Background: an optimization exercise with open tools, aiming at small area and a short achievable clock period. Do not read the settings as production practice. Only simulation tests tie the RTL to the original design; equivalence was not proved. Power and IR drop assume default switching activity.

==> flow/design.v (outline; a module is shown in full before it is edited, if it fits) <==
// module DivStageID: 64 lines
// module DivStageEX: 75 lines
// module DivStageMEM: 64 lines
// module mul32: 804 lines
// module ProcessadorPipeline: 208 lines
module ProcessadorPipeline(
	clk,
	rst,
	imem_rdata,
	dmem_rdata,
	imem_addr,
	dmem_addr,
	dmem_wdata,
	dmem_we,
	dmem_re,
	wb_we,
	wb_reg,
	wb_data
);
  // ...
==> flow/flow/run.sh <==
#!/bin/bash
set -euo pipefail
cd "$(dirname "${BASH_SOURCE[0]}")/.."
margin=$(python3 -c "print(round(${FLOW_PERIOD_NS} - 20.8, 3))")
bash standard.sh SETUP_SLACK_MARGIN="${margin}" finish > flow_make.log 2>&1
==> flow/standard.sh <==
#!/bin/bash
# synth_recipe.tcl (not shown) runs the flow's synth.tcl, then flattens the netlist and writes it again
# the make line also repeats each setting of config.mk as NAME=value (left out here)
make -C /OpenROAD-flow-scripts/flow DESIGN_CONFIG=/design/flow/config.mk WORK_HOME=/design/flow/orfs CLKGATE_MAP_FILE= SYNTH_SCRIPT=/design/flow/synth_recipe.tcl "${@:-finish}"
==> flow/config.mk <==
export PLATFORM = sky130hd
export DESIGN_NAME = ProcessadorPipeline
export DESIGN_NICKNAME = ProcessadorPipeline
export VERILOG_FILES = /design/flow/design.v
export SDC_FILE = /design/flow/constraint.sdc
export NUM_CORES = 4
export LEC_CHECK = 0
export ABC_AREA = 1
export ABC_CLOCK_PERIOD_IN_PS = 19000
export CAP_MARGIN = 20
export CORE_MARGIN = 2
export CORE_UTILIZATION = 40
export CTS_CLUSTER_DIAMETER = 100
export CTS_CLUSTER_SIZE = 20
export PLACE_DENSITY = 0.55
export SLEW_MARGIN = 20
==> flow/constraint.sdc <==
create_clock -name core_clock -period 95.0 [get_ports {clk}]
set_input_delay 19.0000 -clock core_clock [delete_from_list [all_inputs] [get_ports {clk}]]
set_output_delay 19.0000 -clock core_clock [all_outputs]
set_load 0.01 [all_outputs]
==> summary.txt, run 1 <==
number of instances in the placed design 17700; footprint of the multi-input gates 0.0676 mm²; adder-cell share of the synthesized area 14.7%; Net Sw Frac 51.9%; Post-route DRC 0; Hold Crit Class flop to flop; met1 Use GR 44.4%; Slew headroom 17.9%; Mapped Cells 14100; routability cong. 1.04; Top pwr grp combinational logic; area leader, netlist edfxtp_1; Die ar. 0.286 mm²; most frequent cells in the layout nand2_1 (2793), inv_1 (1597), a21oi_1 (1021); Inverters 1705; Seq/total area 30.4%; Reg2Reg Launch Point x_b[28]$_DFF_P_; worst reg2reg path endpoint m_res[13]$_DFF_P_; CP endpoint dmem_wdata[4]; Tmin final 20760 ps; share of post-route cells with drive strength above 1 7.79%; DPL Wire Length 375 mm; run status finished clean; Tot Pwr 0.00429 W; IO buf count 152; top-count cell post-synth nand2_1; DP Area 0.120 mm²; fillers 28500; worst skew pair latency 920 ps; buffers outside the clock class 603; number of flops mapped to enable cells by yosys 992; worst setup path startpoint m_q[16]$_DFF_P_; total number of H-tree levels 3; combinational cell power 0.00307 W; Ys Warns 2; fin cells 18000
==> module DivStageID, before the edit <==
module DivStageID (
    input  wire [31:0] P,     
    input  wire [31:0] D,     
    input  wire [33:0] D3,    
    output wire [31:0] Po,
    output wire [9:0] q
);
  wire [1:0] t2 = P[31:30];
  wire [2:0] e1_2 = {1'b0,t2} - {1'b0,D[1:0]};
  wire g1_2 = (~|D[31:2]) & ~e1_2[2];
  wire [2:0] e2_2 = {1'b0,t2} - {1'b0,{D[0:0],1'b0}};
  wire [2:0] e3_2 = {1'b0,t2} - {1'b0,D3[1:0]};
  wire g2_2 = (~|D[31:1]) & ~e2_2[2];
  wire g3_2 = (~|D3[33:2]) & ~e3_2[2];
  assign q[9] = g2_2;
  assign q[8] = g3_2 | (g1_2 & ~g2_2);
  wire [1:0] r2 = g3_2 ? e3_2[1:0] : g2_2 ? e2_2[1:0] : g1_2 ? e1_2[1:0] : t2;
  wire [31:0] p2 = {r2, P[29:0]};
  wire [3:0] t4 = p2[31:28];
  wire [4:0] e1_4 = {1'b0,t4} - {1'b0,D[3:0]};
  wire g1_4 = (~|D[31:4]) & ~e1_4[4];
  wire [4:0] e2_4 = {1'b0,t4} - {1'b0,{D[2:0],1'b0}};
  wire [4:0] e3_4 = {1'b0,t4} - {1'b0,D3[3:0]};
  wire g2_4 = (~|D[31:3]) & ~e2_4[4];
  wire g3_4 = (~|D3[33:4]) & ~e3_4[4];
  assign q[7] = g2_4;
  assign q[6] = g3_4 | (g1_4 & ~g2_4);
  wire [3:0] r4 = g3_4 ? e3_4[3:0] : g2_4 ? e2_4[3:0] : g1_4 ? e1_4[3:0] : t4;
  wire [31:0] p4 = {r4, p2[27:0]};
  wire [5:0] t6 = p4[31:26];
  wire [6:0] e1_6 = {1'b0,t6} - {1'b0,D[5:0]};
  wire g1_6 = (~|D[31:6]) & ~e1_6[6];
  wire [6:0] e2_6 = {1'b0,t6} - {1'b0,{D[4:0],1'b0}};
  wire [6:0] e3_6 = {1'b0,t6} - {1'b0,D3[5:0]};
  wire g2_6 = (~|D[31:5]) & ~e2_6[6];
  wire g3_6 = (~|D3[33:6]) & ~e3_6[6];
  assign q[5] = g2_6;
  assign q[4] = g3_6 | (g1_6 & ~g2_6);
  wire [5:0] r6 = g3_6 ? e3_6[5:0] : g2_6 ? e2_6[5:0] : g1_6 ? e1_6[5:0] : t6;
  wire [31:0] p6 = {r6, p4[25:0]};
  wire [7:0] t8 = p6[31:24];
  wire [8:0] e1_8 = {1'b0,t8} - {1'b0,D[7:0]};
  wire g1_8 = (~|D[31:8]) & ~e1_8[8];
  wire [8:0] e2_8 = {1'b0,t8} - {1'b0,{D[6:0],1'b0}};
  wire [8:0] e3_8 = {1'b0,t8} - {1'b0,D3[7:0]};
  wire g2_8 = (~|D[31:7]) & ~e2_8[8];
  wire g3_8 = (~|D3[33:8]) & ~e3_8[8];
  assign q[3] = g2_8;
  assign q[2] = g3_8 | (g1_8 & ~g2_8);
  wire [7:0] r8 = g3_8 ? e3_8[7:0] : g2_8 ? e2_8[7:0] : g1_8 ? e1_8[7:0] : t8;
  wire [31:0] p8 = {r8, p6[23:0]};
  wire [9:0] t10 = p8[31:22];
  wire [10:0] e1_10 = {1'b0,t10} - {1'b0,D[9:0]};
  wire g1_10 = (~|D[31:10]) & ~e1_10[10];
  wire [10:0] e2_10 = {1'b0,t10} - {1'b0,{D[8:0],1'b0}};
  wire [10:0] e3_10 = {1'b0,t10} - {1'b0,D3[9:0]};
  wire g2_10 = (~|D[31:9]) & ~e2_10[10];
  wire g3_10 = (~|D3[33:10]) & ~e3_10[10];
  assign q[1] = g2_10;
  assign q[0] = g3_10 | (g1_10 & ~g2_10);
  wire [9:0] r10 = g3_10 ? e3_10[9:0] : g2_10 ? e2_10[9:0] : g1_10 ? e1_10[9:0] : t10;
  wire [31:0] p10 = {r10, p8[21:0]};
  assign Po = p10;
endmodule
==> module DivStageEX, before the edit <==
module DivStageEX (
    input  wire [31:0] P,     
    input  wire [31:0] D,     
    input  wire [33:0] D3,    
    output wire [31:0] Po,
    output wire [11:0] q
);
  wire [11:0] t12 = P[31:20];
  wire [12:0] e1_12 = {1'b0,t12} - {1'b0,D[11:0]};
  wire g1_12 = (~|D[31:12]) & ~e1_12[12];
  wire [12:0] e2_12 = {1'b0,t12} - {1'b0,{D[10:0],1'b0}};
  wire [12:0] e3_12 = {1'b0,t12} - {1'b0,D3[11:0]};
  wire g2_12 = (~|D[31:11]) & ~e2_12[12];
  wire g3_12 = (~|D3[33:12]) & ~e3_12[12];
  assign q[11] = g2_12;
  assign q[10] = g3_12 | (g1_12 & ~g2_12);
  wire [11:0] r12 = g3_12 ? e3_12[11:0] : g2_12 ? e2_12[11:0] : g1_12 ? e1_12[11:0] : t12;
  wire [31:0] p12 = {r12, P[19:0]};
  wire [13:0] t14 = p12[31:18];
  wire [14:0] e1_14 = {1'b0,t14} - {1'b0,D[13:0]};
  wire g1_14 = (~|D[31:14]) & ~e1_14[14];
  wire [14:0] e2_14 = {1'b0,t14} - {1'b0,{D[12:0],1'b0}};
  wire [14:0] e3_14 = {1'b0,t14} - {1'b0,D3[13:0]};
  wire g2_14 = (~|D[31:13]) & ~e2_14[14];
  wire g3_14 = (~|D3[33:14]) & ~e3_14[14];
  assign q[9] = g2_14;
  assign q[8] = g3_14 | (g1_14 & ~g2_14);
  wire [13:0] r14 = g3_14 ? e3_14[13:0] : g2_14 ? e2_14[13:0] : g1_14 ? e1_14[13:0] : t14;
  wire [31:0] p14 = {r14, p12[17:0]};
  wire [15:0] t16 = p14[31:16];
  wire [16:0] e1_16 = {1'b0,t16} - {1'b0,D[15:0]};
  wire g1_16 = (~|D[31:16]) & ~e1_16[16];
  wire [16:0] e2_16 = {1'b0,t16} - {1'b0,{D[14:0],1'b0}};
  wire [16:0] e3_16 = {1'b0,t16} - {1'b0,D3[15:0]};
  wire g2_16 = (~|D[31:15]) & ~e2_16[16];
  wire g3_16 = (~|D3[33:16]) & ~e3_16[16];
  assign q[7] = g2_16;
  assign q[6] = g3_16 | (g1_16 & ~g2_16);
  wire [15:0] r16 = g3_16 ? e3_16[15:0] : g2_16 ? e2_16[15:0] : g1_16 ? e1_16[15:0] : t16;
  wire [31:0] p16 = {r16, p14[15:0]};
  wire [17:0] t18 = p16[31:14];
  wire [18:0] e1_18 = {1'b0,t18} - {1'b0,D[17:0]};
  wire g1_18 = (~|D[31:18]) & ~e1_18[18];
  wire [18:0] e2_18 = {1'b0,t18} - {1'b0,{D[16:0],1'b0}};
  wire [18:0] e3_18 = {1'b0,t18} - {1'b0,D3[17:0]};
  wire g2_18 = (~|D[31:17]) & ~e2_18[18];
  wire g3_18 = (~|D3[33:18]) & ~e3_18[18];
  assign q[5] = g2_18;
  assign q[4] = g3_18 | (g1_18 & ~g2_18);
  wire [17:0] r18 = g3_18 ? e3_18[17:0] : g2_18 ? e2_18[17:0] : g1_18 ? e1_18[17:0] : t18;
  wire [31:0] p18 = {r18, p16[13:0]};
  wire [19:0] t20 = p18[31:12];
  wire [20:0] e1_20 = {1'b0,t20} - {1'b0,D[19:0]};
  wire g1_20 = (~|D[31:20]) & ~e1_20[20];
  wire [20:0] e2_20 = {1'b0,t20} - {1'b0,{D[18:0],1'b0}};
  wire [20:0] e3_20 = {1'b0,t20} - {1'b0,D3[19:0]};
  wire g2_20 = (~|D[31:19]) & ~e2_20[20];
  wire g3_20 = (~|D3[33:20]) & ~e3_20[20];
  assign q[3] = g2_20;
  assign q[2] = g3_20 | (g1_20 & ~g2_20);
  wire [19:0] r20 = g3_20 ? e3_20[19:0] : g2_20 ? e2_20[19:0] : g1_20 ? e1_20[19:0] : t20;
  wire [31:0] p20 = {r20, p18[11:0]};
  wire [21:0] t22 = p20[31:10];
  wire [22:0] e1_22 = {1'b0,t22} - {1'b0,D[21:0]};
  wire g1_22 = (~|D[31:22]) & ~e1_22[22];
  wire [22:0] e2_22 = {1'b0,t22} - {1'b0,{D[20:0],1'b0}};
  wire [22:0] e3_22 = {1'b0,t22} - {1'b0,D3[21:0]};
  wire g2_22 = (~|D[31:21]) & ~e2_22[22];
  wire g3_22 = (~|D3[33:22]) & ~e3_22[22];
  assign q[1] = g2_22;
  assign q[0] = g3_22 | (g1_22 & ~g2_22);
  wire [21:0] r22 = g3_22 ? e3_22[21:0] : g2_22 ? e2_22[21:0] : g1_22 ? e1_22[21:0] : t22;
  wire [31:0] p22 = {r22, p20[9:0]};
  assign Po = p22;
endmodule
==> module ProcessadorPipeline, before the edit <==
module ProcessadorPipeline(
	clk,
	rst,
	imem_rdata,
	dmem_rdata,
	imem_addr,
	dmem_addr,
	dmem_wdata,
	dmem_we,
	dmem_re,
	wb_we,
	wb_reg,
	wb_data
);
input wire	clk;
input wire	rst;
input wire	[31:0] imem_rdata;
input wire	[31:0] dmem_rdata;
output wire	[7:0] imem_addr;
output wire	[7:0] dmem_addr;
output wire	[31:0] dmem_wdata;
output wire	dmem_we;
output wire	dmem_re;
output wire	wb_we;
output wire	[4:0] wb_reg;
output wire	[31:0] wb_data;
localparam LW_1 = 5'd0,  LW_2 = 5'd1,  LW_3 = 5'd2,  SW_1 = 5'd3,  SW_2 = 5'd4,
           MOV  = 5'd5,  ADD  = 5'd6,  SUB  = 5'd7,  MUL  = 5'd8,  DIV  = 5'd9,
           AND  = 5'd10, OR   = 5'd11, SHL  = 5'd12, SHR  = 5'd13, CMP  = 5'd14,
           NOT  = 5'd15, JR   = 5'd16, JPC  = 5'd17, BRFL = 5'd18, CALL = 5'd19,
           RET  = 5'd20, NOP  = 5'd21;
localparam QID = 10, QEX = 12;
reg  [7:0]  pc;            
reg  [7:0]  f_pc;          
reg  [4:0]  f_op;
reg  [4:0]  f_rb, f_rd;
reg  [15:0] f_imm;
reg  [31:0] x_a;           
reg  [31:0] x_b;           
reg  [15:0] x_imm;         
reg  [33:0] x_d3;          
reg  [4:0]  x_op, x_rd;
reg  [7:0]  x_tgt;
reg         x_we, x_mr, x_mw, x_br, x_sgn, x_bz;
reg  [31:0] m_res;         
reg  [15:0] m_imm;
reg  [31:0] m_d;
reg  [33:0] m_d3;
reg  [QID+QEX-1:0] m_q;
reg  [4:0]  m_rd;
reg         m_we, m_mr, m_mw, m_div, m_sgn, m_bz;
reg  [31:0] w_data;
reg  [4:0]  w_rd;
reg         w_we;
reg  [31:0] o_wdata;
reg  [4:0]  o_wreg;
reg  [7:0]  o_daddr;
reg         m_sx0, m_sx1, m_sx2;
reg         m_sel;
reg  [31:0] rf [1:31];
reg         rst_q;
assign imem_addr = pc;
always @(posedge clk) begin
	if (rst) begin
		pc    <= 8'd0;
		f_op  <= 5'b11111;
	end else begin
		pc    <= x_br ? x_tgt : pc + 8'd1;
		f_op  <= imem_rdata[31:27];
	end
	f_pc  <= pc;
	f_rb  <= imem_rdata[26:22];
	f_rd  <= imem_rdata[21:17];
	f_imm <= imem_rdata[15:0];
end
wire bypass_a = w_we && (w_rd == f_rb);
wire bypass_b = w_we && (w_rd == f_rd);
reg  [31:0] rd_a, rd_b;
integer i;
always @(*) begin
	rd_a = 32'b0;
	rd_b = 32'b0;
	for (i = 1; i < 32; i = i + 1) begin
		rd_a = rd_a | (rf[i] & {32{f_rb == i}});
		rd_b = rd_b | (rf[i] & {32{f_rd == i}});
	end
end
wire [31:0] ra = (bypass_a && f_rb != 5'd0) ? w_data : rd_a;
wire [31:0] rb = (bypass_b && f_rd != 5'd0) ? w_data : rd_b;
wire [31:0] simm = {{16{f_imm[15]}}, f_imm};
wire d_load   = (f_op == LW_1) || (f_op == LW_2) || (f_op == LW_3);
wire d_store  = (f_op == SW_1) || (f_op == SW_2);
wire d_branch = (f_op == JR) || (f_op == JPC) || (f_op == BRFL) || (f_op == CALL) || (f_op == RET);
wire d_we     = d_load || (f_op == MOV) || (f_op == ADD) || (f_op == SUB) || (f_op == MUL) ||
                (f_op == DIV) || (f_op == AND) || (f_op == OR) || (f_op == SHL) ||
                (f_op == SHR) || (f_op == NOT) || (f_op == CALL);
wire d_div    = (f_op == DIV);
wire [7:0] d_tgt = (f_op == JR)  ? ra[7:0] :
                   (f_op == JPC) ? f_pc + f_imm[7:0] : 8'd0;
wire [31:0] a_mag = ra[31] ? -ra : ra;
wire [31:0] b_mag = rb[31] ? -rb : rb;
wire [33:0] b_mag3 = {2'b0, b_mag} + {1'b0, b_mag, 1'b0};
wire [31:0] div_p1;
wire [QID-1:0] div_q1;
DivStageID u_div1 (.P(a_mag), .D(b_mag), .D3(b_mag3), .Po(div_p1), .q(div_q1));
always @(posedge clk) begin
	if (rst) begin
		x_we <= 1'b0;
		x_mr <= 1'b0;
		x_mw <= 1'b0;
		x_br <= 1'b0;
	end else begin
		x_we <= d_we;
		x_mr <= d_load;
		x_mw <= d_store;
		x_br <= d_branch;
	end
	x_op  <= f_op;
	x_rd  <= f_rd;
	x_tgt <= d_tgt;
	x_a   <= d_div ? div_p1 : ra;
	x_b   <= d_div ? b_mag : (f_op == LW_1) ? simm : (f_op == SW_1) ? 32'd8 : rb;
	x_imm <= d_div ? {{(16-QID){1'b0}}, div_q1} : f_imm;
	x_d3  <= b_mag3;
	x_sgn <= ra[31] ^ rb[31];
	x_bz  <= (rb == 32'd0);
end
wire [31:0] div_p2;
wire [QEX-1:0] div_q2;
DivStageEX u_div2 (.P(x_a), .D(x_b), .D3(x_d3), .Po(div_p2), .q(div_q2));
wire [31:0] mul_x0, mul_x1;
mul32 u_mul (.a(x_a), .b(x_b), .x0(mul_x0), .x1(mul_x1));
wire        is_sub = (x_op == SUB);
wire        is_mul = (x_op == MUL);
wire [31:0] add_a  = is_mul ? mul_x0 : x_a;
wire [31:0] add_b  = is_mul ? mul_x1 : is_sub ? ~x_b : x_b;
wire [31:0] sum    = add_a + add_b + {31'b0, is_sub};
wire [31:0] shl    = (|x_b[31:5]) ? 32'b0 : (x_a << x_b[4:0]);
reg  [31:0] alu;
always @(*) begin
	case (x_op)
		LW_1, SW_1, ADD, SUB, MUL: alu = sum;
		MOV:                  alu = {22'b0, x_a[4:0], x_b[4:0]};
		DIV:                  alu = div_p2;
		AND:                  alu = x_a & x_b;
		OR:                   alu = x_a | x_b;
		SHL:                  alu = shl;
		NOT:                  alu = ~x_a;
		LW_2, LW_3, SW_2, CALL: alu = x_a;
		default:              alu = 32'b0;    
	endcase
end
always @(posedge clk) begin
	if (rst) begin
		m_we <= 1'b0;
		m_mr <= 1'b0;
		m_mw <= 1'b0;
	end else begin
		m_we <= x_we;
		m_mr <= x_mr;
		m_mw <= x_mw;
	end
	m_res <= alu;
	o_daddr <= rst ? 8'd0 : alu[7:0];
	m_imm <= x_imm;
	m_sx0 <= x_imm[15];
	m_sx1 <= rst ? 1'b0 : x_imm[15];
	m_sx2 <= rst ? 1'b1 : x_imm[15];
	m_sel <= x_mr;
	m_rd  <= x_rd;
	m_div <= (x_op == DIV);
	m_d   <= x_b;
	m_d3  <= x_d3;
	m_q   <= {x_imm[QID-1:0], div_q2};
	m_sgn <= x_sgn;
	m_bz  <= x_bz;
end
assign dmem_addr  = o_daddr;
assign dmem_wdata = {{5{m_sx2}}, {5{m_sx1}}, {6{m_sx0}}, m_imm};
assign dmem_we    = m_mw;
assign dmem_re    = m_mr;
wire [31:0] div_p3;
wire [31-QID-QEX:0] div_q3;
DivStageMEM u_div3 (.P(m_res), .D(m_d), .D3(m_d3), .Po(div_p3), .q(div_q3));
wire [31:0] quo = {m_q, div_q3};
wire [31:0] div_res = m_bz ? 32'b0 : m_sgn ? -quo : quo;
wire [31:0] wb_next = m_sel ? dmem_rdata : m_div ? div_res : m_res;
always @(posedge clk) begin
	if (rst)
		w_we <= 1'b0;
	else
		w_we <= m_we;
	w_rd   <= m_rd;
	w_data <= wb_next;
	o_wreg  <= rst ? 5'd0 : m_rd;
	o_wdata <= rst ? 32'd0 : wb_next;
end
assign wb_we   = w_we;
assign wb_reg  = o_wreg;
assign wb_data = o_wdata;
integer k;
always @(posedge clk) begin
	rst_q <= rst;
	for (k = 1; k < 32; k = k + 1)
		if (rst_q || (w_we && w_rd == k))
			rf[k] <= rst_q ? 32'b0 : w_data;
end
endmodule
==> inputs of run 2 (changes only) <==
--- a/flow/design.v
+++ b/flow/design.v
@@ -4,5 +4,5 @@
     input  wire [33:0] D3,    
     output wire [31:0] Po,
-    output wire [9:0] q
+    output wire [11:0] q
 );
   wire [1:0] t2 = P[31:30];
@@ -13,6 +13,6 @@
   wire g2_2 = (~|D[31:1]) & ~e2_2[2];
   wire g3_2 = (~|D3[33:2]) & ~e3_2[2];
-  assign q[9] = g2_2;
-  assign q[8] = g3_2 | (g1_2 & ~g2_2);
+  assign q[11] = g2_2;
+  assign q[10] = g3_2 | (g1_2 & ~g2_2);
   wire [1:0] r2 = g3_2 ? e3_2[1:0] : g2_2 ? e2_2[1:0] : g1_2 ? e1_2[1:0] : t2;
   wire [31:0] p2 = {r2, P[29:0]};
@@ -24,6 +24,6 @@
   wire g2_4 = (~|D[31:3]) & ~e2_4[4];
   wire g3_4 = (~|D3[33:4]) & ~e3_4[4];
-  assign q[7] = g2_4;
-  assign q[6] = g3_4 | (g1_4 & ~g2_4);
+  assign q[9] = g2_4;
+  assign q[8] = g3_4 | (g1_4 & ~g2_4);
   wire [3:0] r4 = g3_4 ? e3_4[3:0] : g2_4 ? e2_4[3:0] : g1_4 ? e1_4[3:0] : t4;
   wire [31:0] p4 = {r4, p2[27:0]};
@@ -35,6 +35,6 @@
   wire g2_6 = (~|D[31:5]) & ~e2_6[6];
   wire g3_6 = (~|D3[33:6]) & ~e3_6[6];
-  assign q[5] = g2_6;
-  assign q[4] = g3_6 | (g1_6 & ~g2_6);
+  assign q[7] = g2_6;
+  assign q[6] = g3_6 | (g1_6 & ~g2_6);
   wire [5:0] r6 = g3_6 ? e3_6[5:0] : g2_6 ? e2_6[5:0] : g1_6 ? e1_6[5:0] : t6;
   wire [31:0] p6 = {r6, p4[25:0]};
@@ -46,6 +46,6 @@
   wire g2_8 = (~|D[31:7]) & ~e2_8[8];
   wire g3_8 = (~|D3[33:8]) & ~e3_8[8];
-  assign q[3] = g2_8;
-  assign q[2] = g3_8 | (g1_8 & ~g2_8);
+  assign q[5] = g2_8;
+  assign q[4] = g3_8 | (g1_8 & ~g2_8);
   wire [7:0] r8 = g3_8 ? e3_8[7:0] : g2_8 ? e2_8[7:0] : g1_8 ? e1_8[7:0] : t8;
   wire [31:0] p8 = {r8, p6[23:0]};
@@ -57,18 +57,9 @@
   wire g2_10 = (~|D[31:9]) & ~e2_10[10];
   wire g3_10 = (~|D3[33:10]) & ~e3_10[10];
-  assign q[1] = g2_10;
-  assign q[0] = g3_10 | (g1_10 & ~g2_10);
+  assign q[3] = g2_10;
+  assign q[2] = g3_10 | (g1_10 & ~g2_10);
   wire [9:0] r10 = g3_10 ? e3_10[9:0] : g2_10 ? e2_10[9:0] : g1_10 ? e1_10[9:0] : t10;
   wire [31:0] p10 = {r10, p8[21:0]};
-  assign Po = p10;
-endmodule
-module DivStageEX (
-    input  wire [31:0] P,     
-    input  wire [31:0] D,     
-    input  wire [33:0] D3,    
-    output wire [31:0] Po,
-    output wire [11:0] q
-);
-  wire [11:0] t12 = P[31:20];
+  wire [11:0] t12 = p10[31:20];
   wire [12:0] e1_12 = {1'b0,t12} - {1'b0,D[11:0]};
   wire g1_12 = (~|D[31:12]) & ~e1_12[12];
@@ -77,9 +68,18 @@
   wire g2_12 = (~|D[31:11]) & ~e2_12[12];
   wire g3_12 = (~|D3[33:12]) & ~e3_12[12];
-  assign q[11] = g2_12;
-  assign q[10] = g3_12 | (g1_12 & ~g2_12);
+  assign q[1] = g2_12;
+  assign q[0] = g3_12 | (g1_12 & ~g2_12);
   wire [11:0] r12 = g3_12 ? e3_12[11:0] : g2_12 ? e2_12[11:0] : g1_12 ? e1_12[11:0] : t12;
-  wire [31:0] p12 = {r12, P[19:0]};
-  wire [13:0] t14 = p12[31:18];
+  wire [31:0] p12 = {r12, p10[19:0]};
+  assign Po = p12;
+endmodule
+module DivStageEX (
+    input  wire [31:0] P,     
+    input  wire [31:0] D,     
+    input  wire [33:0] D3,    
+    output wire [31:0] Po,
+    output wire [9:0] q
+);
+  wire [13:0] t14 = P[31:18];
   wire [14:0] e1_14 = {1'b0,t14} - {1'b0,D[13:0]};
   wire g1_14 = (~|D[31:14]) & ~e1_14[14];
@@ -91,5 +91,5 @@
   assign q[8] = g3_14 | (g1_14 & ~g2_14);
   wire [13:0] r14 = g3_14 ? e3_14[13:0] : g2_14 ? e2_14[13:0] : g1_14 ? e1_14[13:0] : t14;
-  wire [31:0] p14 = {r14, p12[17:0]};
+  wire [31:0] p14 = {r14, P[17:0]};
   wire [15:0] t16 = p14[31:16];
   wire [16:0] e1_16 = {1'b0,t16} - {1'b0,D[15:0]};
@@ -1037,5 +1037,5 @@
            NOT  = 5'd15, JR   = 5'd16, JPC  = 5'd17, BRFL = 5'd18, CALL = 5'd19,
            RET  = 5'd20, NOP  = 5'd21;
-localparam QID = 10, QEX = 12;
+localparam QID = 12, QEX = 10;
 reg  [7:0]  pc;            
 reg  [7:0]  f_pc;          
@@ -1063,6 +1063,4 @@
 reg  [4:0]  o_wreg;
 reg  [7:0]  o_daddr;
-reg         m_sx0, m_sx1, m_sx2;
-reg         m_sel;
 reg  [31:0] rf [1:31];
 reg         rst_q;
@@ -1171,8 +1169,4 @@
 	o_daddr <= rst ? 8'd0 : alu[7:0];
 	m_imm <= x_imm;
-	m_sx0 <= x_imm[15];
-	m_sx1 <= rst ? 1'b0 : x_imm[15];
-	m_sx2 <= rst ? 1'b1 : x_imm[15];
-	m_sel <= x_mr;
 	m_rd  <= x_rd;
 	m_div <= (x_op == DIV);
@@ -1184,5 +1178,5 @@
 end
 assign dmem_addr  = o_daddr;
-assign dmem_wdata = {{5{m_sx2}}, {5{m_sx1}}, {6{m_sx0}}, m_imm};
+assign dmem_wdata = {{16{m_imm[15]}}, m_imm};
 assign dmem_we    = m_mw;
 assign dmem_re    = m_mr;
@@ -1192,5 +1186,5 @@
 wire [31:0] quo = {m_q, div_q3};
 wire [31:0] div_res = m_bz ? 32'b0 : m_sgn ? -quo : quo;
-wire [31:0] wb_next = m_sel ? dmem_rdata : m_div ? div_res : m_res;
+wire [31:0] wb_next = m_mr ? dmem_rdata : m_div ? div_res : m_res;
 always @(posedge clk) begin
 	if (rst)
==> flow/flow/run.sh (replaced) <==
#!/bin/bash
set -euo pipefail
cd "$(dirname "${BASH_SOURCE[0]}")/.."
margin=$(python3 -c "print(round(${FLOW_PERIOD_NS} - 20.3, 3))")
bash standard.sh SETUP_SLACK_MARGIN="${margin}" finish > flow_make.log 2>&1
--- a/flow/config.mk
+++ b/flow/config.mk
@@ -11,6 +11,4 @@
 export CORE_MARGIN = 2
 export CORE_UTILIZATION = 40
-export CTS_CLUSTER_DIAMETER = 100
-export CTS_CLUSTER_SIZE = 20
 export PLACE_DENSITY = 0.55
 export SLEW_MARGIN = 20
==> summary.txt, run 2 <==
CTS sink cnt 1396 (was 1401); Vias 111000 (was 109000); die height 533 µm (was 534 µm); top_reg_cell synth edfxtp_1 (unchanged); Post-synth top cells nand2_1 (2667), inv_1 (1564), a21oi_1 (1072), edfxtp_1 (992), nor2_1 (953) (was nand2_1 (2824), inv_1 (1630), a21oi_1 (1056), edfxtp_1 (992), ha_1 (942)); Hold-fix buffers, CTS 0 (unchanged); CP Capture Type output pin (unchanged); Clock Tree Root clkbuf_16 (unchanged); Slew headroom 11.4% (was 17.9%); period utilization 21.6% (was 21.8%); fin cells 18100 (was 18000); met3 GRT Util 11.1% (was 8.89%); total number of H-tree levels 4 (was 3); final layout net count 15400 (about the same); most frequent cells in the layout nand2_1 (2631), inv_1 (1527), a21oi_1 (1028) (was nand2_1 (2793), inv_1 (1597), a21oi_1 (1021)); site row count 194 (unchanged); Mapped Cells 13900 (was 14100); Antenna Nets Post-Route 0 (unchanged); Worst EP arrival 1510 ps (was 1760 ps); crit-path max FO 8 (was 5); first-pass GRT wire length 769 mm (was 749 mm); Final Skew 106 ps (was 138 ps); largest registers rf: 992 flops, m_d3: 34 flops, x_d3: 34 flops (unchanged); synthesis-stage register bit count 1396 (was 1401); met1 Use GR 45.3% (was 44.4%); IO Pins 154 (unchanged); clk slew on worst S/H paths 60 ps (was 90 ps); RSZ-0062 raised after global routing yes (was no); worst skew pair latency 940 ps (was 920 ps); Chip Width 533 µm (was 534 µm); met2 usage 57.1% (was 55.2%); worst vdd ir 0.107 mV (was 0.0912 mV); Die ar. 0.284 mm² (was 0.286 mm²); Synth Cell Area 0.112 mm² (was 0.113 mm²); Yosys cell types 75 (was 79); share of post-route cells with drive strength above 1 10.2% (was 7.79%); setup violators final 0 (unchanged); Worst Path Required 76000 ps (about the same); pwr dens 37.8 mW/mm² (was 34.3 mW/mm²); post-route setup TNS 0 ps (unchanged); number of instances in the placed design 17600 (was 17700); core region area 0.279 mm² (was 0.280 mm²); MaxCap Viol Count 0 (unchanged); Pleak 56.5 nW (was 55.4 nW); commonest non-fill, non-tap cell in the layout nand2_1 (unchanged); Hold Fails Final Rpt 0 (unchanged); Area contributors post-synth edfxtp_1 (27%), ha_1 (10%), nand2_1 (8.9%), dfxtp_1 (7.2%), inv_1 (5.2%) (was edfxtp_1 (26%), ha_1 (10%), nand2_1 (9.4%), dfxtp_1 (7.3%), inv_1 (5.4%)); run status finished clean (unchanged); Seq/Total Area, Yosys 33.9% (was 33.7%); top-count cell post-synth nand2_1 (unchanged); Clock Path Buffers 4 (unchanged); Pre-Repair DR Iteration Count 7 (was 9); Mapped Avg Cell Area 8.03 µm² (was 8.01 µm²); vias in the first global route 102000 (was 101000); Hold Crit Class flop to flop (unchanged); Layout area overhead 14.5% (was 11.0%); IO buf count 152 (unchanged); Largest register FFs 992 (unchanged); global route hottest layer met2 (unchanged); Slew @ Worst Pin 1320 ps (was 1230 ps); CTS Buf Count 164 (was 94); TritonCTS clock tree done (unchanged); routability cong. 1.04 (about the same); Max Fclk 0.0488 GHz (was 0.0482 GHz); drt total wl 561 mm (was 541 mm); critical path type flop to output pin (unchanged); Synth top area share 26.6% (was 26.5%); GRT Total Usage 37.8% (was 36.4%); gr ovfl total 0 (unchanged); Iteration-0 DRC Markers 15100 (was 14000); Ys Warns 2 (unchanged); number of flops mapped to enable cells by yosys 992 (unchanged); drt via density 6.12 (was 6.07); WL/cell 31.0 µm (was 30.0 µm); Worst Setup Start Kind flop (unchanged); Syn Nets 15200 (was 15300); Tmin final 20510 ps (was 20760 ps); largest net degree at the start of global routing 68 (was 128); DPL Wire Length 387 mm (was 375 mm); Slew Limit Fails 0 (unchanged); initial antenna violation count 45 (was 41); Reg with most FFs rf (unchanged); Initial Util 40.1% (was 40.2%); Async S/R FF share, synth 0% (unchanged); area leader, netlist edfxtp_1 (unchanged); Post-route DRC 0 (unchanged)
run 2: changes by cell type in the layout (fill, tap and decap cells not counted), sizes merged, moves of 63 or more:
cell           change
nand2            -169
buf              +135
nor2              +78
clkdlybuf4s50     -70
clkbuf            +68
clkinv            +67
inv               -63
run 2: routing by layer:
layer  vias up  part of all wire, %
met4        30                  9.3
met5         -                0.043
li1      49100                    -
met2      7295                   43
met1     52400                   36
met3      2009                   12
run 2: path summary, 6_finish.rpt:
kind	from	endpoint	slack, ps	cells past startpoint
setup / recovery	m_imm[15]$_DFF_P_	dmem_wdata[30]	74490	2
hold / removal	x_imm[4]$_DFF_P_	m_q[14]$_DFF_P_	320	0
setup reg to reg	x_b[21]$_DFF_P_	m_res[30]$_DFF_P_	75890	113
hold reg to reg	x_imm[4]$_DFF_P_	m_q[14]$_DFF_P_	320	0
run 2: kinds of logic after synthesis:
family	share of synthesized area, %
AND/OR/NAND/NOR	18.8
AO/OA/AOI/OAI	17.8
buffers and inverters	7.66
flip-flops	33.9
adder cells (fa/ha/maj)	14.7
XOR/XNOR	7.16
multiplexers	0.0772
run 2: critical path, cell delays in order, from the launching register on:
cell     delay, ps
dfxtp_4        360
buf_6          130
buf_4          140
run 2: layout make-up:
type | count | area (µm²)
fillers | 27800 | 151000
multi-input cells | 10300 | 67800
flip-flops and latches | 1396 | 38000
inverters | 1651 | 6340
repair buffers | 657 | 5950
well taps | 3724 | 4660
clock buffers | 203 | 4470
clock inverters | 90 | 708
diodes | 58 | 145
run 2: through the flow:
step           power [W]  setup WS [ps]  hold WS [ps]  utilization [%]  area (µm²)
3_5_place_dp     0.00397          69330           312             42.7      119000
2_1_floorplan    0.00294          75200           310                -      112000
5_1_grt          0.00520          74460           328             45.9      128000
6_report         0.00484          74490           323             45.9      128000
3_3_place_gp     0.00396          69340           310             42.7      119000
4_1_cts          0.00466          74460           324             45.1      126000
run 2: where the power goes:
group          switching [W]  internal (W)
clock network       0.000284      0.000350
logic                0.00213       0.00127
registers          0.0000779      0.000725
run 2: what timing repair did:
item	in CTS	in global routing
hold endpoints to repair	0	0
cloned	7	5
setup endpoints to repair	190	182
gates resized for setup	754	349
pin swaps	14	57
buffers inserted	57	72

-- re-timing with driven ports --
The results above use ideal ports. As a check the final layouts listed here were re-extracted and re-timed, cells and wires unchanged.
Step 1, drivers: a clkbuf_16 drives clk and a buf_2 each remaining input, both assumed.
Step 2 adds t to the input delays and takes it off the output delays; t is the mean of the earliest and latest rising clock arrival at the registers after step 1. Input paths then give back, and output paths get back, about the clock's delay inside the block.
Three values: ideal, step 1, step 2; two values: the first two.
run | t, ns | slack for setup (ns) | hold slack, ns
run 1 | 0.942 | 74.244 / 74.151 / 74.144 | 0.329 / 0.329 / 0.329
run 2 | 0.980 | 74.491 / 74.396 / 74.412 | 0.323 / 0.323 / 0.323
After both steps setup and hold are still met in every run listed. For run 1, which loses most, drivers alone change the setup slack by -0.093 ns; drivers and shift together by -0.100 ns.
